Source: an optimization exercise on an open RTL-to-GDS flow (aim: small area, a short achievable clock period and few clock cycles). Production flows keep margins and buffers that such runs may drop.
At most, simulation tests tie the RTL to the original design; equivalence was not proved.

==> inputs of build 80 <==
==> flow/design.v (excerpt) <==
module cordic(i_clk, i_rst, i_en, o_vld, o_cosine, o_sine, i_theta);
    input i_clk;
    input i_rst;
    input i_en;
    input signed [23:0] i_theta;
    output signed [23:0] o_cosine;
    output signed [23:0] o_sine;
    output o_vld;
    reg [29:0] vld;    
    assign o_vld = vld[29];
    always @(posedge i_clk)
        if (i_rst) vld <= 0;
        else vld <= {vld[28:0], i_en};
    wire signed [23:0] th;
    wire signed [18:0] phi0;
    wire sat0;
    wire sgn0;
    reg signed [18:0] phi0_q1;
    reg sat0_q1;
    reg sgn0_q1;
    wire n0;
    wire ltp0;
    wire ltn0;
    wire n1;
    wire signed [18:0] cs0;
    wire signed [18:0] ca0;
    wire signed [17:0] phi1;
    wire sat1;
    wire sgn1;
    reg signed [17:0] phi1_q2;
    reg sat1_q2;
    reg sgn1_q2;
    wire n2;
    wire ltp1;
    wire ltn1;
    wire n3;
    wire signed [17:0] cs1;
    wire signed [17:0] ca1;
    wire signed [16:0] phi2;
    wire sat2;
    wire sgn2;
    reg signed [16:0] phi2_q3;
    reg sat2_q3;
    reg sgn2_q3;
    wire n4;
    wire ltp2;
    wire ltn2;
    wire n5;
    wire signed [16:0] cs2;
    wire signed [16:0] ca2;
    wire signed [15:0] phi3;
    wire sat3;
    wire sgn3;
    reg signed [15:0] phi3_q4;
  ...
export LEC_CHECK = 0
export CAP_MARGIN = 20
export CORE_MARGIN = 2
export CORE_UTILIZATION = 40
export CTS_BUF_LIST = sky130_fd_sc_hd__clkbuf_16
export CTS_CLUSTER_DIAMETER = 100
export CTS_CLUSTER_SIZE = 25
export SLEW_MARGIN = 20
export SYNTH_HIERARCHICAL = 1
export SYNTH_MEMORY_MAX_BITS = 16384
create_clock -name core_clock -period 10.0 [get_ports {i_clk}]
standard.sh (not shown) runs the stock make flow with config.mk's settings and CLKGATE_MAP_FILE= SYNTH_SCRIPT=/design/flow/synth_recipe.tcl, a recipe that flattens the netlist after the stock synthesis.
==> flow/flow/run.sh <==
#!/bin/bash
# The standard layout (standard.sh), with timing repair aiming for extra setup slack.
set -euo pipefail
export SETUP_SLACK_MARGIN=6.6
bash standard.sh > standard.log 2>&1
==> build 23: changes against build 80 <==
==> flow/flow/run.sh (replaced) <==
#!/bin/bash
# The standard layout (standard.sh), with timing repair aiming for extra setup slack.
set -euo pipefail
export SETUP_SLACK_MARGIN=6.8
bash standard.sh > standard.log 2>&1
==> flow_summary.toml <==
[outcome]
status = "finished clean"

[drt]
wl_met1_mm = 80.5
wl_met3_mm = 4.95

[sta]
whs_ns = 0.313

[cells_and_area]
sh_seq_area = 0.313

[power_and_ir_drop]
That was build 23.
==> flow_summary.toml <==
[floorplanning]
dieWidth_um = 454

[sta]
whs_ns = 0.312

[outcome]
status = "finished clean"

[drt]
wl_met3_mm = 4.90
wl_met1_mm = 80.0

[cts]
clock_latency_ns = 0.73

[cells_and_area]
sh_seq_area = 0.316
That was build 80.
No functional check of the RTL was part of any run of this note.

---

==> run a <==
Another version of the RTL of cordic (not shown whole).
==> flow/config.mk <==
export PLATFORM = sky130hd
export DESIGN_NAME = cordic
export DESIGN_NICKNAME = cordic
export VERILOG_FILES = /design/flow/design.v
export SDC_FILE = /design/flow/constraint.sdc
export NUM_CORES = 4
export LEC_CHECK = 0
export CAP_MARGIN = 20
export CORE_MARGIN = 2
export CORE_UTILIZATION = 40
export CTS_BUF_LIST = sky130_fd_sc_hd__clkbuf_16
export CTS_CLUSTER_DIAMETER = 100
export CTS_CLUSTER_SIZE = 25
export PLACE_DENSITY = 0.75
export SLEW_MARGIN = 20
==> flow/constraint.sdc <==
create_clock -name core_clock -period 10.0 [get_ports {i_clk}]
set_input_delay 2.0000 -clock core_clock [delete_from_list [all_inputs] [get_ports {i_clk}]]
set_output_delay 2.0000 -clock core_clock [all_outputs]
set_load 0.01 [all_outputs]
==> flow/flow/run.sh <==
#!/bin/bash
# The standard layout (standard.sh), with timing repair aiming for extra setup slack.
# make's full output goes to standard.log; ORFS's own per-step logs are under orfs/logs.
set -euo pipefail
export SETUP_SLACK_MARGIN=6.6
bash standard.sh > standard.log 2>&1
==> run b (differences from run a) <==
==> flow/run.sh (new file) <==
#!/bin/bash
# synth_recipe.tcl (not shown) runs the flow's synth.tcl, then flattens the netlist and writes it again
# the make line also repeats each setting of config.mk as NAME=value (left out here)
make -C /OpenROAD-flow-scripts/flow DESIGN_CONFIG=/design/flow/config.mk WORK_HOME=/design/flow/orfs CLKGATE_MAP_FILE= SYNTH_SCRIPT=/design/flow/synth_recipe.tcl finish
PLACE_DENSITY = default   (was 0.75)
removed: flow/flow/run.sh
removed: flow/standard.sh
==> flow_summary_export.csv <==
group,metric,value,unit
setup_path,worstSetupStartpoint,"say_q30",
setup_path,max_stage_delay,0.38,ns
worst_hold_path,min_to,"n29_q22",
clocking,cts_buffers,70,
run_status,status,"finished clean",
# the run above: run a

==> flow_summary_export.csv <==
group,metric,value,unit
run_status,status,"finished clean",
setup_path,worstSetupStartpoint,"n23_q21",
worst_hold_path,min_to,"phi5_q7[11]",
setup_path,max_stage_delay,0.47,ns
clocking,cts_buffers,68,
# the run above: run b

Testbench counts of run a, summed over its fixed seeds: cycles 8,432.
Testbench counts of run b, summed over its fixed seeds: cycles 8,432.

---

==> inputs of job 7612 <==
Another version of the RTL of cordic (not shown whole).
// cordic
module cordic(i_clk, i_rst, i_en, o_vld, o_cosine, o_sine, i_theta);
clock: 10.0 ns
lec_check: 0
cap_margin: 20
core_margin: 2
core_utilization: 40
slew_margin: 20
synth_memory_max_bits: 16384
==> flow/flow/run.sh <==
#!/bin/bash
# Standard layout, with timing repair aiming for extra setup slack.
set -euo pipefail
export SETUP_SLACK_MARGIN=6.5
bash standard.sh > standard.log 2>&1
==> job 2419 (differences from job 7612) <==
==> flow/flow/run.sh (replaced) <==
#!/bin/bash
# Standard layout, with timing repair aiming for extra setup slack.
set -euo pipefail
export SETUP_SLACK_MARGIN=7.0
bash standard.sh > standard.log 2>&1
==> job 673 (differences from job 7612) <==
==> flow/run.sh (new file) <==
#!/bin/bash
# synth_recipe.tcl (not shown) runs the flow's synth.tcl, then flattens the netlist and writes it again
# the make line also repeats each setting of config.mk as NAME=value (left out here)
make -C /OpenROAD-flow-scripts/flow DESIGN_CONFIG=/design/flow/config.mk WORK_HOME=/design/flow/orfs CLKGATE_MAP_FILE= SYNTH_SCRIPT=/design/flow/synth_recipe.tcl finish
removed: flow/flow/run.sh
removed: flow/standard.sh
==> flow_summary_export.csv <==
group,metric,value,unit
sta,hold_slack,0.307,ns
grt,use_met3,2.32,%
outcome,outcome,"timing/DRC/antenna clean",
setup_path,timing.rr.start,"y30_q29[0]",
The numbers above come from job 7612.

==> flow_summary_export.csv <==
group,metric,value,unit
clocking,holdBufCountCts,0,
final_layout,drive_above_1_share,5.45,%
grt,use_met3,2.37,%
floorplanning,die_height,465,um
sta,fin_crit,3.89,ns
setup_path,critPathBufInv,2,
outcome,outcome,"timing/DRC/antenna clean",
floorplanning,core_area,212000,um2
sta,hold_slack,0.302,ns
setup_path,timing.rr.start,"sat4_q5",
The numbers above come from job 673.

==> flow_summary_export.csv <==
group,metric,value,unit
final_layout,regArea,27700,um2
sta,hold_slack,0.309,ns
outcome,outcome,"timing/DRC/antenna clean",
detailed_routing,wirelength,212,mm
setup_path,rr_worst_depth,12,
synthesis,synth_simple_gate_area_share,12.2,%
The numbers above come from job 2419.

No run of this note included a check of the RTL's function; only the layout flow was run.

-- static timing again, ports no longer ideal --
The flow's constraints put no driver on any port. The routed layouts listed below were extracted and timed again, unchanged, in two steps. Step 1: set_driving_cell puts a clkbuf_16 on i_clk and a buf_2 on each other input, an assumption about the parent block. Step 2 adds t to the input delays and takes it off the output delays; t is the mean of the earliest and latest rising clock arrival at the registers after step 1. Input paths then give back, and output paths get back, about the clock's delay inside the block. Three values: no drivers, after step 1, after step 2; two values: the first two.
run	t (ns)	setup WS [ns]	worst setup path at the end	cell pins on the clock port's net
build 80	0.786	6.661 / 6.576 / 6.617	input to register	1
build 23	0.788	6.653 / 6.567 / 6.613	input to register	1
run a	0.774	6.672 / 6.598 / 6.626	input to register	1
run b	0.789	6.038 / 6.038 / 6.038	register to register	1
job 7612	0.874	6.510 / 6.427 / 6.563	input to register	1
job 2419	0.883	6.631 / 6.583 / 6.603	input to register	1
job 673	0.871	6.105 / 6.048 / 6.105	register to register	1
After both steps every run listed still meets setup and hold. The setup slack of run a, which loses most, moves by -0.074 ns with the drivers and by -0.046 ns with both steps.
